This is an optimization exercise on Yosys and OpenROAD, whose aim is small area, a short achievable clock period and few clock cycles per item, not a production implementation. RTL that was checked went through simulation tests only; none was proved equivalent to the original. For run 1, only the layout was checked, not whether the RTL still works.

## flow/design.v (module list and top-level ports; edited modules follow where they fit)
// module skid_buffer: 14 lines
// module averaging_filter: 1659 lines
// module divide_all: 30 lines
// module div9_w10: 6 lines
// module div9_w11: 6 lines
// module div9_w11p: 7 lines
// module div9_w12p: 7 lines
// module fa: 7 lines
// module ha: 7 lines
// module axis_averaging_filter: 31 lines
module axis_averaging_filter #(
    parameter R_I=5, C_I=5, W_I=8, R_K=3, C_K=3,
              DEPTH = $clog2(R_K*C_K),
              LATENCY = DEPTH + 1)(
    input                       clk, rstn,
    output                      s_axis_averaging_ready,
    input                       s_axis_averaging_valid,
    input  [R_I*C_I*W_I-1:0]    s_axis_averaging_data,
    input                       m_axis_averaging_ready,
    output                      m_axis_averaging_valid,
    output [R_I*C_I*W_I-1:0]    m_axis_averaging_data
);
  // ...
==> flow/flow/run.sh <==
#!/bin/bash
# Layout flow: the standard ORFS flow (standard.sh), except that
#  - the combinational leaf modules listed in flow/premap.json are mapped to
#    cells first (premap.py) and handed to the standard synthesis as fixed
#    netlists; registers and all other logic go through standard synthesis;
#  - the port buffers are sky130_fd_sc_hd__buf_1 cells.
# Each tool's output goes to a log file in this folder.
set -uo pipefail
cd "$(dirname "$0")/.."
if ! python3 flow/premap.py > premap.log 2>&1; then
    echo "premap failed, using the design as is" >> premap.log
    cp design.v design_premapped.v
fi
bash standard.sh VERILOG_FILES=$PWD/design_premapped.v \
    BUFFER_PORTS_ARGS="-buffer_cell sky130_fd_sc_hd__buf_1" > standard.log 2>&1
==> flow/flow/premap.json <==
{
  "fa": {"ports": "input a, input b, input c, output s, output co",
         "cell": "sky130_fd_sc_hd__fa_1", "pins": {"A": "a", "B": "b", "CIN": "c", "SUM": "s", "COUT": "co"}},
  "ha": {"ports": "input a, input b, output s, output co",
         "cell": "sky130_fd_sc_hd__ha_1", "pins": {"A": "a", "B": "b", "SUM": "s", "COUT": "co"}},
  "div9_*": {"abc": ["strash", "&get -n", "&deepsyn -T 60 -S 1", "&put", "dch -f", "map -D 3200", "topo"]}
}
==> flow/flow/premap.py <==
#!/usr/bin/env python3
"""Map the leaf modules listed in flow/premap.json to sky130hd cells.

Each entry is either {"cell": ..., "pins": {...}} (a module that is exactly one
library cell) or {"abc": [script lines]} (a combinational module mapped by
ABC). Writes design_premapped.v: design.v with those modules replaced by
their mapped netlists.
"""
import json, os, re, subprocess, sys

lib = os.path.join(os.environ['FLOW_HOME'], 'platforms', os.environ.get('FLOW_PLATFORM', 'sky130hd'),
                   'lib', 'sky130_fd_sc_hd__tt_025C_1v80.lib')
cfg = json.load(open('flow/premap.json'))
# the platform's don't-use cells (sky130hd config.mk: probe and lpflow cells)
dont_use = '-dont_use *probe* -dont_use *lpflow*'
src = open('design.v').read()

def module_text(name):
    m = re.search(r'^\s*module\s+' + re.escape(name) + r'\b.*?^\s*endmodule\b', src, re.S | re.M)
    return m

out = src
mapped = []
jobs = []
import fnmatch
names = re.findall(r'^\s*module\s+(\w+)', src, re.M)
items = []
for pat, spec in cfg.items():
    items += [(n, spec) for n in names if fnmatch.fnmatchcase(n, pat)]
for name, spec in items:
    m = module_text(name)
    if not m:
        print(f'module {name} not in design, skipped'); continue
    if 'cell' in spec:
        ports = re.search(r'module\s+' + name + r'\s*\((.*?)\);', m.group(0), re.S).group(1)
        conns = ', '.join(f'.{p}({s})' for p, s in spec['pins'].items())
        decl = spec['ports']
        mapped.append(f'module {name} ({decl});\n  {spec["cell"]} u_cell ({conns});\nendmodule\n')
    else:
        os.makedirs('premap', exist_ok=True)
        with open(f'premap/{name}.v', 'w') as f:
            f.write(m.group(0) + '\n')
        with open(f'premap/{name}.abc', 'w') as f:
            f.write('\n'.join(spec['abc']) + '\n')
        ys = f'''read_liberty -lib {lib}
read_verilog -sv premap/{name}.v
synth -top {name} -flatten -nofsm -noshare
abc -liberty {lib} {dont_use} -script premap/{name}.abc
opt_clean -purge
stat -liberty {lib}
write_verilog -noattr -noexpr premap/{name}_mapped.v
'''
        open(f'premap/{name}.ys', 'w').write(ys)
        log = open(f'premap/{name}.log', 'w')
        jobs.append((name, subprocess.Popen(['yosys', '-s', f'premap/{name}.ys'], stdout=log, stderr=subprocess.STDOUT)))
    out = out.replace(m.group(0), f'// module {name}: premapped below\n')
for name, p in jobs:
    if p.wait() != 0:
        sys.exit(f'yosys failed on {name}')
    mapped.append(open(f'premap/{name}_mapped.v').read())
open('design_premapped.v', 'w').write(out + '\n' + '\n'.join(mapped))
print('ok')
==> flow/standard.sh <==
#!/bin/bash
# synth_recipe.tcl (not shown) runs the flow's synth.tcl, then flattens the netlist and writes it again
# the make line also repeats each setting of config.mk as NAME=value (left out here)
make -C /OpenROAD-flow-scripts/flow DESIGN_CONFIG=/design/flow/config.mk WORK_HOME=/design/flow/orfs CLKGATE_MAP_FILE= SYNTH_SCRIPT=/design/flow/synth_recipe.tcl "${@:-finish}"
==> flow/config.mk <==
export PLATFORM = sky130hd
export DESIGN_NAME = axis_averaging_filter
export DESIGN_NICKNAME = axis_averaging_filter
export VERILOG_FILES = /design/flow/design.v
export SDC_FILE = /design/flow/constraint.sdc
export NUM_CORES = 8
export LEC_CHECK = 0
export CAP_MARGIN = 20
export CORE_MARGIN = 2
export CORE_UTILIZATION = 55
export CTS_BUF_LIST = sky130_fd_sc_hd__clkbuf_4 sky130_fd_sc_hd__clkbuf_8
export SLEW_MARGIN = 20
==> flow/constraint.sdc <==
create_clock -name core_clock -period 8.5 [get_ports {clk}]
set_input_delay 1.7000 -clock core_clock [delete_from_list [all_inputs] [get_ports {clk}]]
set_output_delay 1.7000 -clock core_clock [all_outputs]
set_load 0.01 [all_outputs]
==> results.sh, run 1 <==
export IMPL_r2r_start="SKID.m_valid"
export IMPL_place_ws_ns=0.449
export IMPL_ff2ff_path_depth=3
export IMPL_multi_input_area_sq_um=17300
export IMPL_taps=615
export IMPL_fin_nets=3781
export IMPL_wl_per_cell_um=22.6
export IMPL_use_met1=0.463
export IMPL_synth_area_leader_cell="fa_1"
export IMPL_worstReg2RegEnd="SKID.m_data[218]"
export IMPL_rsz0062_at_grt="no"
export IMPL_drive_gt1_frac=0.0582
export IMPL_die_area_sq_um=50400
export IMPL_run_status="complete, no violations"
export IMPL_dp_hpwl_mm=72.9
export IMPL_tns_ns=0
export IMPL_clock_area_frac=0.0359
export IMPL_cts_buffers=50
export IMPL_postRouteAntennaNets=0
export IMPL_ios=406
export IMPL_required_ns=8.88
export IMPL_synthTopCellsByArea="fa_1 35%, edfxtp_1 30%, nand2_1 6.6%"
export IMPL_regMostFlops="SKID.m_data"
==> module div9_w11, before the edit <==
module div9_w11 (
    input  logic [10:0] s,
    output logic [7:0] q
);
    assign q = 8'(s / 4'd9);
endmodule
==> module div9_w11p, before the edit <==
module div9_w11p (
    input  logic [10:0] s,
    output logic [7:0] q
);
    wire [10:0] sum = {s[10] & s[9], s[10] ^ s[9], s[8:0]};
    assign q = 8'(sum / 4'd9);
endmodule
==> module div9_w12p, before the edit <==
module div9_w12p (
    input  logic [11:0] s,
    output logic [7:0] q
);
    wire [11:0] sum = {s[11] & s[10], s[11] ^ s[10], s[9:0]};
    assign q = 8'(sum / 4'd9);
endmodule
==> run 2: changes to the inputs <==
--- a/flow/design.v
+++ b/flow/design.v
@@ -1712,5 +1712,6 @@
     output logic [7:0] q
 );
-    assign q = 8'(s / 4'd9);
+    wire [10:0] t = s[10] ? {2'b10, s[8:0]} : s;
+    assign q = 8'(t / 4'd9);
 endmodule
 module div9_w11p (
@@ -1719,5 +1720,6 @@
 );
     wire [10:0] sum = {s[10] & s[9], s[10] ^ s[9], s[8:0]};
-    assign q = 8'(sum / 4'd9);
+    wire [10:0] t = sum[10] ? {2'b10, sum[8:0]} : sum;
+    assign q = 8'(t / 4'd9);
 endmodule
 module div9_w12p (
@@ -1726,5 +1728,6 @@
 );
     wire [11:0] sum = {s[11] & s[10], s[11] ^ s[10], s[9:0]};
-    assign q = 8'(sum / 4'd9);
+    wire [11:0] t = sum[11] ? {4'b1000, sum[7:0]} : sum;
+    assign q = 8'(t / 4'd9);
 endmodule
 module fa (
==> run 2 against run 1 <==
Compared with the run above:
- register-to-register slack gained 0.15 ns
- clock skew shrank 0.0056 ns
- highest routed layer is now met5
==> results.sh, run 2 <==
export IMPL_dp_hpwl_mm=75.2
export IMPL_cts_buffers=49
export IMPL_grt_overflow_total=0
export IMPL_fmax_ghz=0.134
export IMPL_path_buf_inv=1
export IMPL_postRouteAntennaNets=0
export IMPL_final_max_slew_viol_count=0
export IMPL_drv_cap=0
export IMPL_final_hold_violation_count=0
export IMPL_setup_viol=0
export IMPL_crit_arrival_ns=7.83
export IMPL_post_cts_resized=0
export IMPL_floorplan_initialDensity=0.557
export IMPL_fp_coreArea_sq_um=47700
export IMPL_postCtsSetupRepairBufs=0
export IMPL_antenna_cells=0
export IMPL_clk_pin_slew_ns=0.06
export IMPL_ctsLongestPathBuffers=3
export IMPL_largest_reg_flops=270
export IMPL_hold_path_class="flop to flop"
export IMPL_crit_path_end_kind="flop"
export IMPL_drt_iter0_markers=1689
export IMPL_run_status="complete, no violations"
export IMPL_crit_chain="buf_1 > ha_1 > fa_1 > fa_1 > fa_1 > fa_1 > fa_1 > fa_1 > fa_1 > fa_1 > fa_1 > fa_1 > fa_1 > fa_1"
export IMPL_drive_gt1_frac=0.0437
export IMPL_fin_crit_sh=0.878
export IMPL_crit_family="adder cells"
export IMPL_synthCells=2570
export IMPL_vias_per_cell=5.78
export IMPL_grt_start_max_net_pins=158
export IMPL_detail_route_first_pass_iterations=6
export IMPL_synth_edf_count=270
export IMPL_regMostFlops="SKID.m_data"
export IMPL_placed_area_sq_um=28900
export IMPL_wl_per_cell_um=23.3
export IMPL_rsz0062_at_grt="no"
export IMPL_finalCriticalPeriod_ns=7.46
export IMPL_async_flop_share=0.00369
export IMPL_cts_hold_buffers=0
export IMPL_worst_slew_pin_slew_ns=1.06
export IMPL_tritoncts="built"
export IMPL_cp_start_kind="input pin"
export IMPL_drt_total_wl_mm=85.8
export IMPL_die_area_sq_um=50100
export IMPL_ys_warn_count=1
export IMPL_port_buffers=401
export IMPL_yosysTopAreaCellShare=0.352
export IMPL_layout_commonest_cell="fa_1"
export IMPL_grt_pass1_wl_mm=126
export IMPL_path_max_fanout=4
export IMPL_ys_seq_elements=271
export IMPL_path_class="input pin to flop"
export IMPL_synth_common_cells="468 x fa_1, 442 x nand2_1, 415 x clkinv_1"
export IMPL_required_ns=8.87
export IMPL_fin_area_sq_um=29900
export IMPL_top_regs="SKID.m_data x270, SKID.m_valid x1"
export IMPL_fp_dieW_um=224
export IMPL_ys_flop_type="edfxtp_1"
export IMPL_die_y_um=224
export IMPL_final_cell_mix="468 x fa_1, 442 x nand2_1, 430 x clkinv_1, 401 x buf_1, 270 x edfxtp_1"
export IMPL_syn_to_final_growth_pct=12.6
export IMPL_antenna_found_initial=3
export IMPL_synth_cell_type_count=36
export IMPL_synthTopCellsByArea="fa_1 35%, edfxtp_1 30%, nand2_1 6.2%"
export IMPL_grt_pass1_vias=21300
export IMPL_numClockSinks=271
export IMPL_ios=406
export IMPL_synth_avg_cell_area_sq_um=10.3
export IMPL_rows=80
export IMPL_holdWs_ns=0.563
export IMPL_synth_area_leader_cell="fa_1"
export IMPL_max_slew_margin=0.293
export IMPL_drc=0
export IMPL_synthesis_area_sq_um=26600
export IMPL_ys_seq_area_frac=0.306
export IMPL_fin_nets=3776
export IMPL_track_usage=0.350
export IMPL_h_tree_depth=2
export IMPL_crit_path_max_incr_delay_ns=0.82
export IMPL_slowest_stage="fa_1"
export IMPL_synth_most_common_cell="fa_1"
export IMPL_tns_ns=0
export IMPL_vias=21300
export IMPL_gp_congestion=0.985
export IMPL_cp_common_cell="fa_1"
export IMPL_clk_latency_ns=0.64
export IMPL_fin_skew_ns=0.0208
export IMPL_cts_root_buf="clkbuf_8"
## run 2: tightest hold or removal path, stage by stage (launching register included)
cell and delay [ns]:
dfrtp_1 0.39, nand2b_4 0.07, nand2b_1 0.07
## run 2: logic make-up after synthesis
| group | share of synthesized area |
|---|---|
| flops | 0.306 |
| fa+ha+maj | 0.390 |
| buf+inv | 0.0597 |
| other cells | 0.000141 |
| simple gates | 0.131 |
| xor+xnor | 0.0158 |
| compound gates | 0.0974 |
## run 2: cell type report
class                      count  area (sq um)
clock buffer                  58           742
sequential                   271          8130
timing repair buffer         409          1580
multi-input combinational   1883         16900
tap                          615           769
fill                        3929         17800
inverter                     415          1560
clock inverter                33           284
## run 2: per-stage QoR
step,util,setup slack (ns),instances
floorplan,-,1.12,2573
global placement,0.606,0.454,3593
detailed placement,0.606,0.402,3593
CTS,0.627,1.09,3684
global route,0.627,0.469,3684
finish,0.627,1.04,3684
## run 2: worst paths after layout
kind	startpoint	cells past startpoint	end	slack (ns)
setup reg to reg	SKID.m_valid	3	SKID.m_data[64]	6.12
hold reg to reg	SKID.m_valid	2	SKID.m_valid	0.56
hold / removal	SKID.m_valid	2	SKID.m_valid	0.56
max in group asynchronous	rstn	1	SKID.m_valid	7.60
setup / recovery	s_axis_averaging_data[80]	14	SKID.m_data[131]	1.04
min in group asynchronous	rstn	1	SKID.m_valid	0.80
## run 2: per-layer routing
layer	GRT usage	share of wire	up-vias
li1	-	-	9500
met1	0.493	0.42	10500
met2	0.532	0.44	1075
met3	0.0715	0.089	190
met4	0.157	0.050	6
met5	0	0.00040	-
Testbench counts of run 2, summed over its fixed seeds: cycles 2,056, items 2,048.
==> run 3: changes to the inputs <==
==> flow/flow/div9_w10.v (new file) <==
module div9_w10 (s, q);
  input [9:0] s;
  wire [9:0] s;
  output [7:0] q;
  wire [7:0] q;
  wire _00_;
  wire _01_;
  wire _02_;
  wire _03_;
  wire _04_;
  wire _05_;
  wire _06_;
  wire _07_;
  wire _08_;
  wire _09_;
  wire _10_;
  wire _11_;
  wire _12_;
  wire _13_;
  wire _14_;
  wire _15_;
  wire _16_;
  wire _17_;
  wire _18_;
  wire _19_;
  wire _20_;
  wire _21_;
  wire _22_;
  wire _23_;
  wire _24_;
  wire _25_;
  wire _26_;
  wire _27_;
  wire _28_;
  wire _29_;
  wire _30_;
  wire _31_;
  wire _32_;
  wire _33_;
  wire _34_;
  wire _35_;
  wire _36_;
  wire _37_;
  wire _38_;
  wire _39_;
  sky130_fd_sc_hd__clkinv_1 _40_ (.A(s[8]), .Y(_00_));
  sky130_fd_sc_hd__clkinv_1 _41_ (.A(s[4]), .Y(_01_));
  sky130_fd_sc_hd__nand2_1 _42_ (.A(_01_), .B(s[7]), .Y(_02_));
  sky130_fd_sc_hd__o21ai_0 _43_ (.A1(_00_), .A2(s[5]), .B1(_02_), .Y(_03_));
  sky130_fd_sc_hd__nand2_1 _44_ (.A(_00_), .B(s[5]), .Y(_04_));
  sky130_fd_sc_hd__nand2_1 _45_ (.A(_03_), .B(_04_), .Y(_05_));
  sky130_fd_sc_hd__clkinv_1 _46_ (.A(s[9]), .Y(_06_));
  sky130_fd_sc_hd__or2_2 _47_ (.A(s[6]), .B(_06_), .X(_07_));
  sky130_fd_sc_hd__nand2_1 _48_ (.A(_05_), .B(_07_), .Y(_08_));
  sky130_fd_sc_hd__nand2_1 _49_ (.A(_06_), .B(s[6]), .Y(_09_));
  sky130_fd_sc_hd__nand2_1 _50_ (.A(_08_), .B(_09_), .Y(_10_));
  sky130_fd_sc_hd__nor2_1 _51_ (.A(s[7]), .B(_10_), .Y(_11_));
  sky130_fd_sc_hd__a21oi_1 _52_ (.A1(_11_), .A2(_00_), .B1(_06_), .Y(q[6]));
  sky130_fd_sc_hd__xor2_1 _53_ (.A(s[8]), .B(_11_), .X(q[5]));
  sky130_fd_sc_hd__clkinv_1 _54_ (.A(_11_), .Y(_12_));
  sky130_fd_sc_hd__nand2_1 _55_ (.A(_10_), .B(s[7]), .Y(_13_));
  sky130_fd_sc_hd__nand2_1 _56_ (.A(_12_), .B(_13_), .Y(q[4]));
  sky130_fd_sc_hd__nand2_1 _57_ (.A(_07_), .B(_09_), .Y(_14_));
  sky130_fd_sc_hd__xnor2_1 _58_ (.A(s[5]), .B(q[5]), .Y(_15_));
  sky130_fd_sc_hd__o21ai_0 _59_ (.A1(_03_), .A2(_14_), .B1(_15_), .Y(_16_));
  sky130_fd_sc_hd__nand2_1 _60_ (.A(q[4]), .B(_01_), .Y(_17_));
  sky130_fd_sc_hd__nand3_1 _61_ (.A(_12_), .B(s[4]), .C(_13_), .Y(_18_));
  sky130_fd_sc_hd__nand2_1 _62_ (.A(_17_), .B(_18_), .Y(_19_));
  sky130_fd_sc_hd__clkinv_1 _63_ (.A(_19_), .Y(_20_));
  sky130_fd_sc_hd__nand3b_1 _64_ (.A_N(_16_), .B(s[3]), .C(_20_), .Y(_21_));
  sky130_fd_sc_hd__a21oi_1 _65_ (.A1(_18_), .A2(_04_), .B1(_09_), .Y(_22_));
  sky130_fd_sc_hd__nand3_1 _66_ (.A(_14_), .B(_03_), .C(_04_), .Y(_23_));
  sky130_fd_sc_hd__o21ai_0 _67_ (.A1(_08_), .A2(_22_), .B1(_23_), .Y(_24_));
  sky130_fd_sc_hd__nand2_1 _68_ (.A(_21_), .B(_24_), .Y(q[3]));
  sky130_fd_sc_hd__nor2_1 _69_ (.A(s[3]), .B(_24_), .Y(_25_));
  sky130_fd_sc_hd__o21ai_0 _70_ (.A1(s[2]), .A2(_15_), .B1(_16_), .Y(_26_));
  sky130_fd_sc_hd__nand2_1 _71_ (.A(_24_), .B(s[3]), .Y(_27_));
  sky130_fd_sc_hd__o211ai_1 _72_ (.A1(_25_), .A2(_26_), .B1(_20_), .C1(_27_), .Y(_28_));
  sky130_fd_sc_hd__nand2_1 _73_ (.A(_28_), .B(_17_), .Y(_29_));
  sky130_fd_sc_hd__xnor2_1 _74_ (.A(_15_), .B(_29_), .Y(q[2]));
  sky130_fd_sc_hd__clkinv_1 _75_ (.A(s[2]), .Y(_30_));
  sky130_fd_sc_hd__nor2_1 _76_ (.A(_30_), .B(q[2]), .Y(_31_));
  sky130_fd_sc_hd__or3_2 _77_ (.A(s[1]), .B(_20_), .C(_31_), .X(_32_));
  sky130_fd_sc_hd__nand2_1 _78_ (.A(q[2]), .B(_30_), .Y(_33_));
  sky130_fd_sc_hd__clkinv_1 _79_ (.A(_25_), .Y(_34_));
  sky130_fd_sc_hd__nand2_1 _80_ (.A(_34_), .B(_27_), .Y(_35_));
  sky130_fd_sc_hd__a31oi_1 _81_ (.A1(_32_), .A2(_28_), .A3(_33_), .B1(_35_), .Y(_36_));
  sky130_fd_sc_hd__o31ai_1 _82_ (.A1(_20_), .A2(_25_), .A3(_36_), .B1(_28_), .Y(q[1]));
  sky130_fd_sc_hd__nor2_1 _83_ (.A(s[0]), .B(s[1]), .Y(_37_));
  sky130_fd_sc_hd__a21oi_1 _84_ (.A1(s[0]), .A2(s[1]), .B1(_31_), .Y(_38_));
  sky130_fd_sc_hd__o21ai_0 _85_ (.A1(_37_), .A2(q[1]), .B1(_38_), .Y(_39_));
  sky130_fd_sc_hd__a41o_2 _86_ (.A1(_21_), .A2(_39_), .A3(_35_), .A4(_33_), .B1(_36_), .X(q[0]));
  assign q[7] = 1'h0;
endmodule
==> flow/flow/div9_w11.v (new file) <==
module div9_w11 (s, q);
  input [10:0] s;
  wire [10:0] s;
  output [7:0] q;
  wire [7:0] q;
  wire _000_;
  wire _001_;
  wire _002_;
  wire _003_;
  wire _004_;
  wire _005_;
  wire _006_;
  wire _007_;
  wire _008_;
  wire _009_;
  wire _010_;
  wire _011_;
  wire _012_;
  wire _013_;
  wire _014_;
  wire _015_;
  wire _016_;
  wire _017_;
  wire _018_;
  wire _019_;
  wire _020_;
  wire _021_;
  wire _022_;
  wire _023_;
  wire _024_;
  wire _025_;
  wire _026_;
  wire _027_;
  wire _028_;
  wire _029_;
  wire _030_;
  wire _031_;
  wire _032_;
  wire _033_;
  wire _034_;
  wire _035_;
  wire _036_;
  wire _037_;
  wire _038_;
  wire _039_;
  wire _040_;
  wire _041_;
  wire _042_;
  wire _043_;
  wire _044_;
  wire _045_;
  wire _046_;
  wire _047_;
  wire _048_;
  wire _049_;
  wire _050_;
  wire _051_;
  wire _052_;
  wire _053_;
  wire _054_;
  wire _055_;
  sky130_fd_sc_hd__clkinv_1 _056_ (.A(s[10]), .Y(_000_));
  sky130_fd_sc_hd__nor2_1 _057_ (.A(s[8]), .B(s[7]), .Y(_001_));
  sky130_fd_sc_hd__nor2_1 _058_ (.A(_000_), .B(_001_), .Y(q[7]));
  sky130_fd_sc_hd__clkinv_1 _059_ (.A(s[6]), .Y(_002_));
  sky130_fd_sc_hd__nand2_1 _060_ (.A(_002_), .B(s[9]), .Y(_003_));
  sky130_fd_sc_hd__nand2_1 _061_ (.A(_003_), .B(_000_), .Y(_004_));
  sky130_fd_sc_hd__nand2_1 _062_ (.A(_004_), .B(_001_), .Y(_005_));
  sky130_fd_sc_hd__a21oi_1 _063_ (.A1(_005_), .A2(s[9]), .B1(s[10]), .Y(_006_));
  sky130_fd_sc_hd__nor2_1 _064_ (.A(q[7]), .B(_006_), .Y(q[6]));
  sky130_fd_sc_hd__xor2_1 _065_ (.A(s[6]), .B(q[6]), .X(_007_));
  sky130_fd_sc_hd__clkinv_1 _066_ (.A(s[7]), .Y(_008_));
  sky130_fd_sc_hd__nand2_1 _067_ (.A(_004_), .B(_008_), .Y(_009_));
  sky130_fd_sc_hd__clkinv_1 _068_ (.A(s[5]), .Y(_010_));
  sky130_fd_sc_hd__nand3_1 _069_ (.A(_009_), .B(s[8]), .C(_010_), .Y(_011_));
  sky130_fd_sc_hd__nand2_1 _070_ (.A(_011_), .B(_005_), .Y(_012_));
  sky130_fd_sc_hd__nor2_1 _071_ (.A(_012_), .B(_007_), .Y(_013_));
  sky130_fd_sc_hd__nor2_1 _072_ (.A(_007_), .B(_013_), .Y(_014_));
  sky130_fd_sc_hd__nand3_1 _073_ (.A(_003_), .B(_000_), .C(s[7]), .Y(_015_));
  sky130_fd_sc_hd__nand2_1 _074_ (.A(_014_), .B(_015_), .Y(_016_));
  sky130_fd_sc_hd__nand3_1 _075_ (.A(_016_), .B(s[8]), .C(_009_), .Y(_017_));
  sky130_fd_sc_hd__nand2_1 _076_ (.A(_017_), .B(_005_), .Y(q[5]));
  sky130_fd_sc_hd__nor2_1 _077_ (.A(_015_), .B(_014_), .Y(_018_));
  sky130_fd_sc_hd__nand2_1 _078_ (.A(_016_), .B(_009_), .Y(_019_));
  sky130_fd_sc_hd__nor2_1 _079_ (.A(_018_), .B(_019_), .Y(_020_));
  sky130_fd_sc_hd__nand2_1 _080_ (.A(q[5]), .B(_010_), .Y(_021_));
  sky130_fd_sc_hd__nand3_1 _081_ (.A(_017_), .B(s[5]), .C(_005_), .Y(_022_));
  sky130_fd_sc_hd__and2_2 _082_ (.A(_021_), .B(_022_), .X(_023_));
  sky130_fd_sc_hd__nand2_1 _083_ (.A(_023_), .B(_013_), .Y(_024_));
  sky130_fd_sc_hd__nor2_1 _084_ (.A(s[4]), .B(_024_), .Y(_025_));
  sky130_fd_sc_hd__nor2_1 _085_ (.A(_020_), .B(_025_), .Y(q[4]));
  sky130_fd_sc_hd__nor2_1 _086_ (.A(s[4]), .B(_020_), .Y(_026_));
  sky130_fd_sc_hd__nor2_1 _087_ (.A(_026_), .B(_024_), .Y(_027_));
  sky130_fd_sc_hd__nand3_1 _088_ (.A(_023_), .B(s[3]), .C(_007_), .Y(_028_));
  sky130_fd_sc_hd__clkinv_1 _089_ (.A(_028_), .Y(_029_));
  sky130_fd_sc_hd__clkinv_1 _090_ (.A(_026_), .Y(_030_));
  sky130_fd_sc_hd__nand2_1 _091_ (.A(_020_), .B(s[4]), .Y(_031_));
  sky130_fd_sc_hd__a21oi_1 _092_ (.A1(_030_), .A2(_031_), .B1(_025_), .Y(_032_));
  sky130_fd_sc_hd__nor3_1 _093_ (.A(_027_), .B(_029_), .C(_032_), .Y(_033_));
  sky130_fd_sc_hd__o21ai_0 _094_ (.A1(_026_), .A2(_033_), .B1(_023_), .Y(_034_));
  sky130_fd_sc_hd__nand2_1 _095_ (.A(_034_), .B(_021_), .Y(_035_));
  sky130_fd_sc_hd__xnor2_1 _096_ (.A(_007_), .B(_035_), .Y(_036_));
  sky130_fd_sc_hd__clkinv_1 _097_ (.A(_036_), .Y(q[3]));
  sky130_fd_sc_hd__nand2_1 _098_ (.A(_036_), .B(s[3]), .Y(_037_));
  sky130_fd_sc_hd__clkinv_1 _099_ (.A(s[2]), .Y(_038_));
  sky130_fd_sc_hd__nor2_1 _100_ (.A(s[3]), .B(_036_), .Y(_039_));
  sky130_fd_sc_hd__a211oi_1 _101_ (.A1(_037_), .A2(_038_), .B1(_023_), .C1(_039_), .Y(_040_));
  sky130_fd_sc_hd__nor4_1 _102_ (.A(_032_), .B(_027_), .C(_029_), .D(_040_), .Y(_041_));
  sky130_fd_sc_hd__o31ai_1 _103_ (.A1(_023_), .A2(_026_), .A3(_041_), .B1(_034_), .Y(q[2]));
  sky130_fd_sc_hd__or2_2 _104_ (.A(_038_), .B(q[2]), .X(_042_));
  sky130_fd_sc_hd__nand2_1 _105_ (.A(q[2]), .B(_038_), .Y(_043_));
  sky130_fd_sc_hd__nand2_1 _106_ (.A(_043_), .B(s[1]), .Y(_044_));
  sky130_fd_sc_hd__clkinv_1 _107_ (.A(_032_), .Y(_045_));
  sky130_fd_sc_hd__clkinv_1 _108_ (.A(_039_), .Y(_046_));
  sky130_fd_sc_hd__nand2_1 _109_ (.A(_046_), .B(_037_), .Y(_047_));
  sky130_fd_sc_hd__nor2_1 _110_ (.A(_045_), .B(_047_), .Y(_048_));
  sky130_fd_sc_hd__a21oi_1 _111_ (.A1(_032_), .A2(_046_), .B1(_041_), .Y(_049_));
  sky130_fd_sc_hd__a31oi_1 _112_ (.A1(_042_), .A2(_044_), .A3(_048_), .B1(_049_), .Y(q[1]));
  sky130_fd_sc_hd__nor2_1 _113_ (.A(s[1]), .B(s[0]), .Y(_050_));
  sky130_fd_sc_hd__a21oi_1 _114_ (.A1(s[1]), .A2(s[0]), .B1(_049_), .Y(_051_));
  sky130_fd_sc_hd__o21ai_0 _115_ (.A1(_050_), .A2(_051_), .B1(_042_), .Y(_052_));
  sky130_fd_sc_hd__nand3_1 _116_ (.A(_052_), .B(_043_), .C(_047_), .Y(_053_));
  sky130_fd_sc_hd__nand3_1 _117_ (.A(_042_), .B(_044_), .C(_048_), .Y(_054_));
  sky130_fd_sc_hd__nand2_1 _118_ (.A(_041_), .B(_046_), .Y(_055_));
  sky130_fd_sc_hd__nand3_1 _119_ (.A(_053_), .B(_054_), .C(_055_), .Y(q[0]));
endmodule
==> flow/flow/div9_w11p.v (new file) <==
module div9_w11p (s, q);
  input [10:0] s;
  wire [10:0] s;
  output [7:0] q;
  wire [7:0] q;
  wire _000_;
  wire _001_;
  wire _002_;
  wire _003_;
  wire _004_;
  wire _005_;
  wire _006_;
  wire _007_;
  wire _008_;
  wire _009_;
  wire _010_;
  wire _011_;
  wire _012_;
  wire _013_;
  wire _014_;
  wire _015_;
  wire _016_;
  wire _017_;
  wire _018_;
  wire _019_;
  wire _020_;
  wire _021_;
  wire _022_;
  wire _023_;
  wire _024_;
  wire _025_;
  wire _026_;
  wire _027_;
  wire _028_;
  wire _029_;
  wire _030_;
  wire _031_;
  wire _032_;
  wire _033_;
  wire _034_;
  wire _035_;
  wire _036_;
  wire _037_;
  wire _038_;
  wire _039_;
  wire _040_;
  wire _041_;
  wire _042_;
  wire _043_;
  wire _044_;
  wire _045_;
  wire _046_;
  wire _047_;
  wire _048_;
  wire _049_;
  wire _050_;
  wire _051_;
  wire _052_;
  wire _053_;
  wire _054_;
  wire _055_;
  wire _056_;
  sky130_fd_sc_hd__nor2_1 _057_ (.A(s[8]), .B(s[7]), .Y(_000_));
  sky130_fd_sc_hd__and2_2 _058_ (.A(s[9]), .B(s[10]), .X(_001_));
  sky130_fd_sc_hd__clkinv_1 _059_ (.A(_001_), .Y(_002_));
  sky130_fd_sc_hd__nor2_1 _060_ (.A(_000_), .B(_002_), .Y(q[7]));
  sky130_fd_sc_hd__clkinv_1 _061_ (.A(s[6]), .Y(_003_));
  sky130_fd_sc_hd__nor2_1 _062_ (.A(s[9]), .B(s[10]), .Y(_004_));
  sky130_fd_sc_hd__nor2_1 _063_ (.A(_004_), .B(q[7]), .Y(_005_));
  sky130_fd_sc_hd__clkinv_1 _064_ (.A(_005_), .Y(_006_));
  sky130_fd_sc_hd__a31oi_1 _065_ (.A1(_003_), .A2(_000_), .A3(_002_), .B1(_006_), .Y(q[6]));
  sky130_fd_sc_hd__clkinv_1 _066_ (.A(s[7]), .Y(_007_));
  sky130_fd_sc_hd__o21ai_0 _067_ (.A1(s[6]), .A2(_004_), .B1(_002_), .Y(_008_));
  sky130_fd_sc_hd__nor2_1 _068_ (.A(_007_), .B(_008_), .Y(_009_));
  sky130_fd_sc_hd__nand2_1 _069_ (.A(_008_), .B(_007_), .Y(_010_));
  sky130_fd_sc_hd__clkinv_1 _070_ (.A(_010_), .Y(_011_));
  sky130_fd_sc_hd__nor2_1 _071_ (.A(_009_), .B(_011_), .Y(_012_));
  sky130_fd_sc_hd__clkinv_1 _072_ (.A(_012_), .Y(_013_));
  sky130_fd_sc_hd__nand2_1 _073_ (.A(q[6]), .B(_003_), .Y(_014_));
  sky130_fd_sc_hd__nand2_1 _074_ (.A(_006_), .B(s[6]), .Y(_015_));
  sky130_fd_sc_hd__nand2_1 _075_ (.A(_014_), .B(_015_), .Y(_016_));
  sky130_fd_sc_hd__nor2_1 _076_ (.A(_013_), .B(_016_), .Y(_017_));
  sky130_fd_sc_hd__clkinv_1 _077_ (.A(s[5]), .Y(_018_));
  sky130_fd_sc_hd__xor2_1 _078_ (.A(s[8]), .B(_010_), .X(_019_));
  sky130_fd_sc_hd__a21oi_1 _079_ (.A1(_017_), .A2(_018_), .B1(_019_), .Y(q[5]));
  sky130_fd_sc_hd__nand2_1 _080_ (.A(_019_), .B(s[5]), .Y(_020_));
  sky130_fd_sc_hd__nor2_1 _081_ (.A(s[4]), .B(_012_), .Y(_021_));
  sky130_fd_sc_hd__nor2_1 _082_ (.A(s[5]), .B(_019_), .Y(_022_));
  sky130_fd_sc_hd__a21oi_1 _083_ (.A1(_020_), .A2(_021_), .B1(_022_), .Y(_023_));
  sky130_fd_sc_hd__clkinv_1 _084_ (.A(_023_), .Y(_024_));
  sky130_fd_sc_hd__a21oi_1 _085_ (.A1(_000_), .A2(_008_), .B1(_024_), .Y(_025_));
  sky130_fd_sc_hd__nor2_1 _086_ (.A(_016_), .B(_025_), .Y(_026_));
  sky130_fd_sc_hd__o21ai_0 _087_ (.A1(_000_), .A2(_012_), .B1(_026_), .Y(_027_));
  sky130_fd_sc_hd__o21ai_0 _088_ (.A1(_012_), .A2(_026_), .B1(_027_), .Y(q[4]));
  sky130_fd_sc_hd__clkinv_1 _089_ (.A(_020_), .Y(_028_));
  sky130_fd_sc_hd__nand2_1 _090_ (.A(_017_), .B(_018_), .Y(_029_));
  sky130_fd_sc_hd__o21ai_0 _091_ (.A1(_028_), .A2(_022_), .B1(_029_), .Y(_030_));
  sky130_fd_sc_hd__clkinv_1 _092_ (.A(_030_), .Y(_031_));
  sky130_fd_sc_hd__clkinv_1 _093_ (.A(s[4]), .Y(_032_));
  sky130_fd_sc_hd__xor2_1 _094_ (.A(_032_), .B(q[4]), .X(_033_));
  sky130_fd_sc_hd__clkinv_1 _095_ (.A(_026_), .Y(_034_));
  sky130_fd_sc_hd__clkinv_1 _096_ (.A(s[3]), .Y(_035_));
  sky130_fd_sc_hd__nand2_1 _097_ (.A(_016_), .B(_035_), .Y(_036_));
  sky130_fd_sc_hd__nand3_1 _098_ (.A(_034_), .B(_030_), .C(_036_), .Y(_037_));
  sky130_fd_sc_hd__nand2_1 _099_ (.A(_033_), .B(_037_), .Y(_038_));
  sky130_fd_sc_hd__o211ai_1 _100_ (.A1(_031_), .A2(_038_), .B1(_016_), .C1(_023_), .Y(_039_));
  sky130_fd_sc_hd__nand2_1 _101_ (.A(_039_), .B(_034_), .Y(q[3]));
  sky130_fd_sc_hd__nand3_1 _102_ (.A(_039_), .B(s[3]), .C(_034_), .Y(_040_));
  sky130_fd_sc_hd__clkinv_1 _103_ (.A(s[2]), .Y(_041_));
  sky130_fd_sc_hd__nand2_1 _104_ (.A(_040_), .B(_041_), .Y(_042_));
  sky130_fd_sc_hd__nand2_1 _105_ (.A(q[3]), .B(_035_), .Y(_043_));
  sky130_fd_sc_hd__a31o_2 _106_ (.A1(_042_), .A2(_043_), .A3(_031_), .B1(_038_), .X(_044_));
  sky130_fd_sc_hd__clkinv_1 _107_ (.A(_044_), .Y(_045_));
  sky130_fd_sc_hd__a21oi_1 _108_ (.A1(_032_), .A2(q[4]), .B1(_045_), .Y(_046_));
  sky130_fd_sc_hd__xor2_1 _109_ (.A(_030_), .B(_046_), .X(q[2]));
  sky130_fd_sc_hd__nand2_1 _110_ (.A(_043_), .B(_040_), .Y(_047_));
  sky130_fd_sc_hd__nor2_1 _111_ (.A(_041_), .B(q[2]), .Y(_048_));
  sky130_fd_sc_hd__nor3_1 _112_ (.A(_033_), .B(_047_), .C(_048_), .Y(_049_));
  sky130_fd_sc_hd__nand2_1 _113_ (.A(q[2]), .B(_041_), .Y(_050_));
  sky130_fd_sc_hd__nand2_1 _114_ (.A(_050_), .B(s[1]), .Y(_051_));
  sky130_fd_sc_hd__a21oi_1 _115_ (.A1(q[3]), .A2(_035_), .B1(_033_), .Y(_052_));
  sky130_fd_sc_hd__nor2_1 _116_ (.A(_052_), .B(_045_), .Y(_053_));
  sky130_fd_sc_hd__a21oi_1 _117_ (.A1(_049_), .A2(_051_), .B1(_053_), .Y(q[1]));
  sky130_fd_sc_hd__maj3_1 _118_ (.A(s[0]), .B(_053_), .C(s[1]), .X(_054_));
  sky130_fd_sc_hd__o211ai_1 _119_ (.A1(_054_), .A2(_048_), .B1(_050_), .C1(_047_), .Y(_055_));
  sky130_fd_sc_hd__nand2_1 _120_ (.A(_049_), .B(_051_), .Y(_056_));
  sky130_fd_sc_hd__o211ai_1 _121_ (.A1(_044_), .A2(_047_), .B1(_055_), .C1(_056_), .Y(q[0]));
endmodule
==> flow/flow/div9_w12p.v (new file) <==
module div9_w12p (s, q);
  input [11:0] s;
  wire [11:0] s;
  output [7:0] q;
  wire [7:0] q;
  wire _000_;
  wire _001_;
  wire _002_;
  wire _003_;
  wire _004_;
  wire _005_;
  wire _006_;
  wire _007_;
  wire _008_;
  wire _009_;
  wire _010_;
  wire _011_;
  wire _012_;
  wire _013_;
  wire _014_;
  wire _015_;
  wire _016_;
  wire _017_;
  wire _018_;
  wire _019_;
  wire _020_;
  wire _021_;
  wire _022_;
  wire _023_;
  wire _024_;
  wire _025_;
  wire _026_;
  wire _027_;
  wire _028_;
  wire _029_;
  wire _030_;
  wire _031_;
  wire _032_;
  wire _033_;
  wire _034_;
  wire _035_;
  wire _036_;
  wire _037_;
  wire _038_;
  wire _039_;
  wire _040_;
  wire _041_;
  wire _042_;
  wire _043_;
  wire _044_;
  wire _045_;
  wire _046_;
  wire _047_;
  wire _048_;
  wire _049_;
  wire _050_;
  wire _051_;
  wire _052_;
  wire _053_;
  wire _054_;
  wire _055_;
  wire _056_;
  wire _057_;
  wire _058_;
  sky130_fd_sc_hd__nor2_1 _059_ (.A(s[10]), .B(s[11]), .Y(_000_));
  sky130_fd_sc_hd__nor2_1 _060_ (.A(s[7]), .B(_000_), .Y(_001_));
  sky130_fd_sc_hd__clkinv_1 _061_ (.A(s[9]), .Y(_002_));
  sky130_fd_sc_hd__clkinv_1 _062_ (.A(s[8]), .Y(_003_));
  sky130_fd_sc_hd__nand2_1 _063_ (.A(s[10]), .B(s[11]), .Y(_004_));
  sky130_fd_sc_hd__nand4_1 _064_ (.A(_001_), .B(_002_), .C(_003_), .D(_004_), .Y(_005_));
  sky130_fd_sc_hd__clkinv_1 _065_ (.A(_005_), .Y(_006_));
  sky130_fd_sc_hd__nor2_1 _066_ (.A(_000_), .B(_006_), .Y(q[7]));
  sky130_fd_sc_hd__nand2_1 _067_ (.A(_000_), .B(s[7]), .Y(_007_));
  sky130_fd_sc_hd__clkinv_1 _068_ (.A(s[6]), .Y(_008_));
  sky130_fd_sc_hd__a31oi_1 _069_ (.A1(_007_), .A2(_008_), .A3(s[9]), .B1(_001_), .Y(_009_));
  sky130_fd_sc_hd__or2_2 _070_ (.A(s[8]), .B(_009_), .X(_010_));
  sky130_fd_sc_hd__nand2_1 _071_ (.A(_010_), .B(s[9]), .Y(_011_));
  sky130_fd_sc_hd__nand3_1 _072_ (.A(_001_), .B(_002_), .C(_003_), .Y(_012_));
  sky130_fd_sc_hd__nand3_1 _073_ (.A(_011_), .B(_004_), .C(_012_), .Y(q[6]));
  sky130_fd_sc_hd__nand2_1 _074_ (.A(_010_), .B(_004_), .Y(_013_));
  sky130_fd_sc_hd__a21oi_1 _075_ (.A1(s[8]), .A2(_009_), .B1(_013_), .Y(_014_));
  sky130_fd_sc_hd__nand2_1 _076_ (.A(_005_), .B(_001_), .Y(_015_));
  sky130_fd_sc_hd__nand2_1 _077_ (.A(_015_), .B(_007_), .Y(_016_));
  sky130_fd_sc_hd__nand2_1 _078_ (.A(q[6]), .B(_008_), .Y(_017_));
  sky130_fd_sc_hd__nand4_1 _079_ (.A(_011_), .B(s[6]), .C(_004_), .D(_012_), .Y(_018_));
  sky130_fd_sc_hd__and2_2 _080_ (.A(_017_), .B(_018_), .X(_019_));
  sky130_fd_sc_hd__nand2_1 _081_ (.A(_013_), .B(_015_), .Y(_020_));
  sky130_fd_sc_hd__nand2_1 _082_ (.A(_019_), .B(_020_), .Y(_021_));
  sky130_fd_sc_hd__nor3_1 _083_ (.A(s[5]), .B(_016_), .C(_021_), .Y(_022_));
  sky130_fd_sc_hd__nor2_1 _084_ (.A(_014_), .B(_022_), .Y(q[5]));
  sky130_fd_sc_hd__or2_2 _085_ (.A(s[5]), .B(_014_), .X(_023_));
  sky130_fd_sc_hd__nand2_1 _086_ (.A(_014_), .B(s[5]), .Y(_024_));
  sky130_fd_sc_hd__clkinv_1 _087_ (.A(s[4]), .Y(_025_));
  sky130_fd_sc_hd__nand3_1 _088_ (.A(_024_), .B(_025_), .C(_016_), .Y(_026_));
  sky130_fd_sc_hd__nand2_1 _089_ (.A(_023_), .B(_026_), .Y(_027_));
  sky130_fd_sc_hd__o21ai_0 _090_ (.A1(_027_), .A2(_021_), .B1(_018_), .Y(_028_));
  sky130_fd_sc_hd__xnor2_1 _091_ (.A(_016_), .B(_028_), .Y(q[4]));
  sky130_fd_sc_hd__nand2_1 _092_ (.A(q[4]), .B(_025_), .Y(_029_));
  sky130_fd_sc_hd__clkinv_1 _093_ (.A(_019_), .Y(_030_));
  sky130_fd_sc_hd__nand4_1 _094_ (.A(_029_), .B(_030_), .C(_023_), .D(_024_), .Y(_031_));
  sky130_fd_sc_hd__nor2_1 _095_ (.A(_025_), .B(q[4]), .Y(_032_));
  sky130_fd_sc_hd__nor2_1 _096_ (.A(s[3]), .B(_032_), .Y(_033_));
  sky130_fd_sc_hd__nand2_1 _097_ (.A(_030_), .B(_024_), .Y(_034_));
  sky130_fd_sc_hd__o21ai_0 _098_ (.A1(_021_), .A2(_027_), .B1(_034_), .Y(_035_));
  sky130_fd_sc_hd__o21ai_0 _099_ (.A1(_031_), .A2(_033_), .B1(_035_), .Y(q[3]));
  sky130_fd_sc_hd__a21o_2 _100_ (.A1(_023_), .A2(_024_), .B1(_022_), .X(_036_));
  sky130_fd_sc_hd__clkinv_1 _101_ (.A(_032_), .Y(_037_));
  sky130_fd_sc_hd__nand2_1 _102_ (.A(_037_), .B(_029_), .Y(_038_));
  sky130_fd_sc_hd__clkinv_1 _103_ (.A(s[3]), .Y(_039_));
  sky130_fd_sc_hd__xor2_1 _104_ (.A(_039_), .B(q[3]), .X(_040_));
  sky130_fd_sc_hd__clkinv_1 _105_ (.A(s[2]), .Y(_041_));
  sky130_fd_sc_hd__nor2_1 _106_ (.A(_039_), .B(_019_), .Y(_042_));
  sky130_fd_sc_hd__nor2_1 _107_ (.A(s[3]), .B(_030_), .Y(_043_));
  sky130_fd_sc_hd__o21ai_0 _108_ (.A1(_042_), .A2(_043_), .B1(_036_), .Y(_044_));
  sky130_fd_sc_hd__o2111ai_1 _109_ (.A1(_041_), .A2(_036_), .B1(_029_), .C1(_044_), .D1(_037_), .Y(_045_));
  sky130_fd_sc_hd__or2_2 _110_ (.A(_039_), .B(q[3]), .X(_046_));
  sky130_fd_sc_hd__clkinv_1 _111_ (.A(_046_), .Y(_047_));
  sky130_fd_sc_hd__a21oi_1 _112_ (.A1(_040_), .A2(_045_), .B1(_047_), .Y(_048_));
  sky130_fd_sc_hd__or2_2 _113_ (.A(_038_), .B(_048_), .X(_049_));
  sky130_fd_sc_hd__nand2_1 _114_ (.A(_049_), .B(_037_), .Y(_050_));
  sky130_fd_sc_hd__xor2_1 _115_ (.A(_036_), .B(_050_), .X(q[2]));
  sky130_fd_sc_hd__nor2_1 _116_ (.A(_041_), .B(q[2]), .Y(_051_));
  sky130_fd_sc_hd__nand2_1 _117_ (.A(q[2]), .B(_041_), .Y(_052_));
  sky130_fd_sc_hd__o211ai_1 _118_ (.A1(s[1]), .A2(_051_), .B1(_040_), .C1(_052_), .Y(_053_));
  sky130_fd_sc_hd__nand2_1 _119_ (.A(_053_), .B(_038_), .Y(_054_));
  sky130_fd_sc_hd__o21a_1 _120_ (.A1(_047_), .A2(_054_), .B1(_049_), .X(q[1]));
  sky130_fd_sc_hd__nand2_1 _121_ (.A(s[0]), .B(s[1]), .Y(_055_));
  sky130_fd_sc_hd__nand2_1 _122_ (.A(q[1]), .B(_055_), .Y(_056_));
  sky130_fd_sc_hd__o211ai_1 _123_ (.A1(s[0]), .A2(s[1]), .B1(_052_), .C1(_056_), .Y(_057_));
  sky130_fd_sc_hd__nor2_1 _124_ (.A(_040_), .B(_051_), .Y(_058_));
  sky130_fd_sc_hd__a32oi_1 _125_ (.A1(_040_), .A2(_045_), .A3(_054_), .B1(_057_), .B2(_058_), .Y(q[0]));
endmodule
--- a/flow/flow/premap.json
+++ b/flow/flow/premap.json
@@ -4,4 +4,8 @@
   "ha": {"ports": "input a, input b, output s, output co",
          "cell": "sky130_fd_sc_hd__ha_1", "pins": {"A": "a", "B": "b", "SUM": "s", "COUT": "co"}},
+  "div9_w10": {"netlist": "div9_w10.v"},
+  "div9_w11": {"netlist": "div9_w11.v"},
+  "div9_w11p": {"netlist": "div9_w11p.v"},
+  "div9_w12p": {"netlist": "div9_w12p.v"},
   "div9_*": {"abc": ["strash", "&get -n", "&deepsyn -T 60 -S 1", "&put", "dch -f", "map -D 3200", "topo"]}
 }
==> flow/flow/premap.py (replaced) <==
#!/usr/bin/env python3
"""Map leaf modules of design.v to sky130hd cells before the standard flow.

flow/premap.json maps module-name patterns to one of:
  {"cell": ..., "ports": ..., "pins": {...}}  a module that is one library cell;
  {"netlist": FILE}  a cell netlist of the module kept in flow/ (made offline
                     by gen/optdiv.py); used only if yosys proves it equal to
                     the module in design.v, else the "abc" entry is used;
  {"abc": [script lines]}  map the combinational module with this ABC script.
Writes design_premapped.v: design.v with those modules replaced.
"""
import fnmatch, json, os, re, subprocess, sys

lib = os.path.join(os.environ['FLOW_HOME'], 'platforms', os.environ.get('FLOW_PLATFORM', 'sky130hd'),
                   'lib', 'sky130_fd_sc_hd__tt_025C_1v80.lib')
# the platform's don't-use cells (sky130hd config.mk: probe and lpflow cells)
dont_use = '-dont_use *probe* -dont_use *lpflow*'
cfg = json.load(open('flow/premap.json'))
src = open('design.v').read()
os.makedirs('premap', exist_ok=True)

def module_text(name):
    return re.search(r'^\s*module\s+' + re.escape(name) + r'\b.*?^\s*endmodule\b', src, re.S | re.M)

def yosys(tag, script):
    open(f'premap/{tag}.ys', 'w').write(script)
    with open(f'premap/{tag}.log', 'w') as log:
        return subprocess.Popen(['yosys', '-s', f'premap/{tag}.ys'], stdout=log, stderr=subprocess.STDOUT)

def abc_job(name, spec):
    open(f'premap/{name}.abc', 'w').write('\n'.join(spec['abc']) + '\n')
    return yosys(name, f'''read_liberty -lib {lib}
read_verilog -sv premap/{name}.v
synth -top {name} -flatten -nofsm -noshare
abc -liberty {lib} {dont_use} -script premap/{name}.abc
opt_clean -purge
stat -liberty {lib}
write_verilog -noattr -noexpr premap/{name}_mapped.v
''')

def check_job(name, netlist):
    return yosys(name + '_check', f'''read_verilog -sv premap/{name}.v
rename {name} gold
read_liberty -ignore_miss_func {lib}
read_verilog {netlist}
rename {name} gate
proc
flatten
opt_clean
miter -equiv -flatten -make_assert gold gate miter
hierarchy -top miter
flatten
opt -fast
sat -verify -prove-asserts miter
''')

names = re.findall(r'^\s*module\s+(\w+)', src, re.M)
items = []
for n in names:
    specs = [spec for pat, spec in cfg.items() if fnmatch.fnmatchcase(n, pat)]
    if specs:
        spec = dict(specs[0])
        for other in specs[1:]:          # e.g. the ABC fallback of a netlist entry
            for k, v in other.items():
                spec.setdefault(k, v)
        items.append((n, spec))

mapped, out, jobs = [], src, []
for name, spec in items:
    m = module_text(name)
    open(f'premap/{name}.v', 'w').write(m.group(0) + '\n')
    if 'cell' in spec:
        conns = ', '.join(f'.{p}({s})' for p, s in spec['pins'].items())
        mapped.append(f'module {name} ({spec["ports"]});\n  {spec["cell"]} u_cell ({conns});\nendmodule\n')
    elif 'netlist' in spec and os.path.exists('flow/' + spec['netlist']):
        jobs.append((name, spec, 'check', check_job(name, 'flow/' + spec['netlist'])))
    else:
        jobs.append((name, spec, 'abc', abc_job(name, spec)))
    out = out.replace(m.group(0), f'// module {name}: premapped below\n')
for name, spec, kind, p in jobs:
    ok = p.wait() == 0
    if kind == 'check':
        if ok:
            print(f'{name}: netlist {spec["netlist"]} proven equal')
            mapped.append(open('flow/' + spec['netlist']).read())
            continue
        print(f'{name}: netlist {spec["netlist"]} NOT proven equal, mapping with ABC')
        if 'abc' not in spec:
            sys.exit(f'no ABC script for {name}')
        ok = abc_job(name, spec).wait() == 0
    if not ok:
        sys.exit(f'yosys failed on {name}')
    mapped.append(open(f'premap/{name}_mapped.v').read())
open('design_premapped.v', 'w').write(out + '\n' + '\n'.join(mapped))
print('ok')
==> run 3 against run 2 <==
Compared with the run above:
- die area is 2.4% lower
- routed wire length shrank 5.0%
- count of clock-buffer cells in the layout up 3
- sequential share of layout area is 0.58 points higher
- largest cell class unchanged
==> results.sh, run 3 <==
export IMPL_run_status="complete, no violations"
export IMPL_path_class="flop to primary output"
export IMPL_postCtsSetupRepairBufs=0
export IMPL_grt_start_max_net_pins=157
export IMPL_ys_seq_area_frac=0.314
export IMPL_synthesis_area_sq_um=25900
export IMPL_synth_most_common_cell="fa_1"
export IMPL_final_cell_mix="468 x fa_1, 427 x nand2_1, 401 x buf_1, 279 x clkinv_1, 270 x edfxtp_1"
export IMPL_clk_pin_slew_ns=0.05
export IMPL_cp_start_kind="flop"
export IMPL_rsz0062_at_grt="no"
export IMPL_fin_nets=3595
export IMPL_worst_path_stages=27
export IMPL_fin_skew_ns=0.0213
export IMPL_dp_hpwl_mm=71.8
export IMPL_synth_avg_cell_area_sq_um=10.9
export IMPL_path_max_fanout=4
export IMPL_fin_crit_sh=0.930
export IMPL_crit_arrival_ns=6.21
export IMPL_place_ws_ns=0.366
export IMPL_ff2ff_path_depth=3
export IMPL_worst_slew_pin_slew_ns=0.985
export IMPL_postRouteAntennaNets=0
export IMPL_r2r_slack_ns=6.07
export IMPL_numClockSinks=271
export IMPL_slowest_stage="o21ai_0"
export IMPL_ctsLongestPathBuffers=3
export IMPL_vias=20000
export IMPL_antenna_found_initial=12
export IMPL_cp_common_cell="nand2_1"
export IMPL_ys_seq_elements=271
export IMPL_die_area_sq_um=48900
export IMPL_rows=79
export IMPL_syn_to_final_growth_pct=13.0
export IMPL_grt_pass1_wl_mm=120
export IMPL_finalCriticalPeriod_ns=7.91
export IMPL_synth_area_leader_cell="fa_1"
export IMPL_whs_path_depth=2
export IMPL_track_usage=0.337
export IMPL_synth_common_cells="468 x fa_1, 427 x nand2_1, 270 x edfxtp_1"
export IMPL_crit_path_end_kind="primary output"
export IMPL_final_hold_violation_count=0
export IMPL_ios=406
export IMPL_final_cells=3500
export IMPL_fp_dieW_um=221
export IMPL_synth_cell_type_count=35
export IMPL_fp_coreArea_sq_um=46600
export IMPL_port_buffers=401
export IMPL_synthTopCellsByArea="fa_1 36%, edfxtp_1 31%, nand2_1 6.2%"
export IMPL_regMostFlops="SKID.m_data"
export IMPL_top_regs="SKID.m_data x270, SKID.m_valid x1"
export IMPL_tritoncts="built"
export IMPL_drv_cap=0
export IMPL_required_ns=6.80
export IMPL_synth_edf_count=270
export IMPL_place_inst=3403
export IMPL_async_flop_share=0.00369
export IMPL_layout_setup_ws_ns=0.593
export IMPL_fmax_ghz=0.126
export IMPL_post_cts_resized=0
export IMPL_floorplan_initialDensity=0.557
export IMPL_die_y_um=221
export IMPL_cts_root_buf="clkbuf_8"
export IMPL_path_buf_inv=1
export IMPL_grt_overflow_total=0
export IMPL_crit_path_max_incr_delay_ns=0.62
export IMPL_final_core_util=0.630
export IMPL_crit_family="compound AO/OA/AOI/OAI gates"
export IMPL_max_slew_margin=0.343
export IMPL_tns_ns=0
export IMPL_cts_hold_buffers=0
export IMPL_largest_reg_flops=270
export IMPL_drc=0
export IMPL_drt_iter0_markers=1866
export IMPL_wl_per_cell_um=23.3
export IMPL_layout_commonest_cell="fa_1"
export IMPL_synthCells=2387
export IMPL_ys_warn_count=1
export IMPL_detail_route_first_pass_iterations=6
export IMPL_vias_per_cell=5.71
export IMPL_final_max_slew_viol_count=0
export IMPL_cts_buffers=50
export IMPL_clk_latency_ns=0.64
export IMPL_grt_pass1_vias=20000
export IMPL_ys_flop_type="edfxtp_1"
export IMPL_h_tree_depth=2
export IMPL_drt_total_wl_mm=81.6
export IMPL_yosysTopAreaCellShare=0.361
export IMPL_setup_viol=0
export IMPL_gp_congestion=0.961
export IMPL_hold_path_class="flop to flop"
export IMPL_drive_gt1_frac=0.0627
## run 3: layout make-up
cell class                 count  area, sq um
antenna                        6         15.0
clock buffer                  61          790
clock inverter                30          248
fill                        3855        17200
inverter                     268         1010
multi-input combinational   1847        16800
sequential                   271         8130
tap                          607          759
timing repair buffer         410         1590
## run 3: worst paths after layout
| check | from | to |
|---|---|---|
| setup / recovery | SKID.m_data[144] | m_axis_averaging_data[96] |
| hold / removal | SKID.m_valid | SKID.m_valid |
| setup reg to reg | SKID.m_valid | SKID.m_data[215] |
| hold reg to reg | SKID.m_valid | SKID.m_valid |
| max in group asynchronous | rstn | SKID.m_valid |
| min in group asynchronous | rstn | SKID.m_valid |
## run 3: per-layer routing
| metal | GRT usage | routed length (um) |
|---|---|---|
| met1 | 0.478 | 34100 |
| met2 | 0.519 | 36700 |
| met4 | 0.103 | 2860 |
| met3 | 0.0848 | 7820 |
| met5 | 0 | 75 |
## run 3: logic make-up (layout without fill, tap and decap cells)
group,after synthesis,count (layout),share of synthesized area
buffers and inverters,272,769,0.0399
other,1,10,0.000145
adders and majority gates,549,549,0.400
xor gates and xnor gates,69,69,0.0233
DFF,271,271,0.314
AOI/OAI and AO/OA,309,309,0.0728
and+or+nand+nor,916,916,0.151
## run 3: worst min-delay path, delay by kind of cell (launching register included)
family | cells | cell delay (ns)
flip-flops | 1 | 0.39
AND/OR/NAND/NOR | 2 | 0.14
## run 3: through the flow
step / hold WS [ns] / area, sq um
6_report: 0.567 / 29300
5_1_grt: 0.597 / 29300
4_1_cts: 0.576 / 29300
3_5_place_dp: 0.560 / 28300
3_3_place_gp: 0.527 / 28300
2_1_floorplan: 0.593 / 26000
==> run 4: changes to the inputs <==
--- a/flow/config.mk
+++ b/flow/config.mk
@@ -10,3 +10,4 @@
 export CORE_UTILIZATION = 55
 export CTS_BUF_LIST = sky130_fd_sc_hd__clkbuf_4 sky130_fd_sc_hd__clkbuf_8
+export SETUP_SLACK_MARGIN = 1.6
 export SLEW_MARGIN = 20
==> run 4 against run 3 <==
Compared with the run above:
- global-route usage rose by 0.59 points
- highest routed layer unchanged
- still clean
==> results.sh, run 4 <==
export IMPL_grt_pass1_wl_mm=123
export IMPL_die_area_sq_um=48900
export IMPL_fmax_ghz=0.146
export IMPL_yosys_mux_area_fraction=0
export IMPL_cts_root_buf="clkbuf_8"
export IMPL_yosys_area_share_adder=0.400
export IMPL_synth_common_cells="468 x fa_1, 427 x nand2_1, 270 x edfxtp_1"
export IMPL_regMostFlops="SKID.m_data"
export IMPL_layout_commonest_cell="nand2_1"
export IMPL_ys_flop_type="edfxtp_1"
export IMPL_worst_slew_pin_slew_ns=1.01
export IMPL_clk_pin_slew_ns=0.06
export IMPL_async_flop_share=0.00369
export IMPL_ys_seq_area_frac=0.314
export IMPL_synth_most_common_cell="fa_1"
export IMPL_path_buf_inv=1
export IMPL_numClockSinks=271
export IMPL_fp_coreArea_sq_um=46600
export IMPL_holdWs_ns=0.540
export IMPL_vias_per_cell=5.72
export IMPL_crit_path_max_incr_delay_ns=0.62
export IMPL_tns_ns=0
export IMPL_max_slew_margin=0.326
export IMPL_synth_avg_cell_area_sq_um=10.9
export IMPL_finalCriticalPeriod_ns=6.85
export IMPL_synth_edf_count=270
export IMPL_path_class="input pin to flop"
export IMPL_crit_arrival_ns=7.21
export IMPL_dp_hpwl_mm=71.6
export IMPL_required_ns=8.86
export IMPL_tritoncts="built"
export IMPL_fin_crit_sh=0.806
export IMPL_port_buffers=401
export IMPL_slowest_stage="fa_2"
export IMPL_clk_latency_ns=0.64
export IMPL_fin_skew_ns=0.0285
export IMPL_cts_buffers=49
export IMPL_drt_iter0_markers=1716
export IMPL_final_core_util=0.693
export IMPL_final_cell_mix="397 x nand2_1, 365 x buf_1, 274 x clkinv_1, 270 x edfxtp_1, 262 x fa_2"
export IMPL_synth_compound_gate_area_share=0.0728
export IMPL_floorplan_initialDensity=0.557
export IMPL_antenna_found_initial=15
export IMPL_ys_seq_elements=271
export IMPL_fin_area_sq_um=32300
export IMPL_drive_gt1_frac=0.275
export IMPL_final_hold_violation_count=0
export IMPL_hp_start="SKID.m_valid"
export IMPL_drc=0
export IMPL_yosysTopAreaCellShare=0.361
export IMPL_final_max_slew_viol_count=0
export IMPL_fin_nets=3729
export IMPL_synth_cell_type_count=35
export IMPL_fp_dieW_um=221
export IMPL_run_status="complete, no violations"
export IMPL_setup_viol=0
export IMPL_rows=79
export IMPL_top_regs="SKID.m_data x270, SKID.m_valid x1"
export IMPL_drt_total_wl_mm=84.9
export IMPL_crit_start="s_axis_averaging_data[128]"
export IMPL_gp_congestion=0.974
export IMPL_synth_area_leader_cell="fa_1"
export IMPL_ys_warn_count=1
export IMPL_ios=406
export IMPL_path_max_fanout=3
export IMPL_ctsLongestPathBuffers=3
export IMPL_track_usage=0.343
export IMPL_drv_cap=0
export IMPL_vias=20800
export IMPL_die_y_um=221
export IMPL_grt_start_max_net_pins=152
export IMPL_syn_to_final_growth_pct=24.4
export IMPL_grt_pass1_vias=20400
export IMPL_synthesis_area_sq_um=25900
export IMPL_grt_overflow_total=0
export IMPL_detail_route_first_pass_iterations=5
export IMPL_h_tree_depth=2
export IMPL_largest_reg_flops=270
export IMPL_crit_path_end_kind="flop"
export IMPL_hold_path_class="flop to flop"
export IMPL_synthTopCellsByArea="fa_1 36%, edfxtp_1 31%, nand2_1 6.2%"
export IMPL_crit_family="adder cells"
export IMPL_rsz0062_at_grt="yes"
export IMPL_crit_chain="buf_2 > ha_4 > fa_2 > fa_2 > fa_2 > fa_2 > fa_1 > fa_2 > fa_2 > fa_2 > fa_2 > fa_2 > fa_1 > fa_2"
export IMPL_synth_top_family_by_area="adder cells"
export IMPL_cts_hold_buffers=0
export IMPL_cp_common_cell="fa_2"
export IMPL_synthXorXnorAreaFrac=0.0233
export IMPL_r2r_start="SKID.m_valid"
export IMPL_layout_setup_ws_ns=1.65
export IMPL_synthCells=2387
export IMPL_placed_area_sq_um=28900
export IMPL_cp_start_kind="input pin"
export IMPL_yosys_area_share_simple=0.151
export IMPL_wl_per_cell_um=23.4
export IMPL_place_ws_ns=0.641
export IMPL_postRouteAntennaNets=0
## run 4: changes by cell type in the layout (fill, tap and decap cells not counted), sizes merged
| cell | delta |
|---|---|
| buf | +114 |
| clkinvlp | +1 |
| clkbuf | +17 |
| clkinv | -6 |
| inv | +7 |
| diode | +1 |
| bufinv | +2 |
## run 4: routing by layer
metal | part of all wire | track usage | vias up
met2 | 0.47 | 0.542 | 989
met5 | 0.0014 | 0 | -
met1 | 0.39 | 0.471 | 10400
li1 | - | - | 9195
met4 | 0.041 | 0.116 | 18
met3 | 0.092 | 0.0834 | 179
## run 4: logic make-up (layout without fill, tap and decap cells)
family / Yosys count / after routing
compound gates: 309 / 309
xor+xnor: 69 / 69
fa+ha+maj: 549 / 549
buf+inv: 272 / 904
flops: 271 / 271
other cells: 1 / 11
simple gates: 916 / 916
## run 4: worst paths after layout
check	endpoint	slack [ns]	depth (start not counted)
min reg2reg	SKID.m_valid	0.54	2
max	SKID.m_data[189]	1.65	14
max in group asynchronous	SKID.m_valid	7.60	1
min	SKID.m_valid	0.54	2
max reg2reg	SKID.m_data[143]	6.08	3
min in group asynchronous	SKID.m_valid	0.81	1
## run 4: area by class of cell
type,count,area [sq um]
Tap cell,607,759
Timing Repair Buffer,545,2660
Clock inverter,34,324
Multi-Input combinational cell,1847,18700
Sequential cell,271,8130
Fill cell,3518,14300
Inverter,268,1010
Antenna cell,7,17.5
Clock buffer,57,734
## run 4: tightest hold or removal path: stages, from the launching register on
cell,delay (ns)
dfrtp_1,0.38
nand2b_4,0.07
nand2b_1,0.06
## run 4: what timing repair did
item,4_1_cts,5_1_grt
gates resized for setup,77,271
gates cloned,0,0
endpoints found under the setup margin,29,63
endpoints found under the hold margin,0,0
pin swaps,24,142
buffers inserted,16,126
## run 4: through the flow
step                std cells
floorplan                2390
global placement         3396
detailed placement       3396
CTS                      3503
global route             3630
finish                   3636

## re-timing with driven ports
How much do the figures lean on ideal ports? The routed layouts below were timed once more, with nothing changed but the port constraints. Step 1, drivers: a clkbuf_16 drives clk and a buf_2 each remaining input, both assumed. Step 2 also shifts input and output timing later by t, the mid clock arrival at the registers, as if the neighbouring blocks saw the same clock. Three values: ideal, step 1, step 2; two values: the first two.
run | shift t [ns] | setup slack, ns | slew at the worst register clock pin (ns)
run 1 | 0.700 | 1.109 / 1.140 / 0.441 | 0.07 / 0.07
run 2 | 0.695 | 1.037 / 1.011 / 0.372 | 0.07 / 0.07
run 3 | 0.686 | 0.593 / 0.534 / 0.342 | 0.07 / 0.07
run 4 | 0.698 | 1.646 / 1.665 / 0.967 | 0.07 / 0.07
After both steps every run listed still meets setup and hold. The setup slack of run 4, which loses most, moves by +0.019 ns with the drivers and by -0.679 ns with both steps.
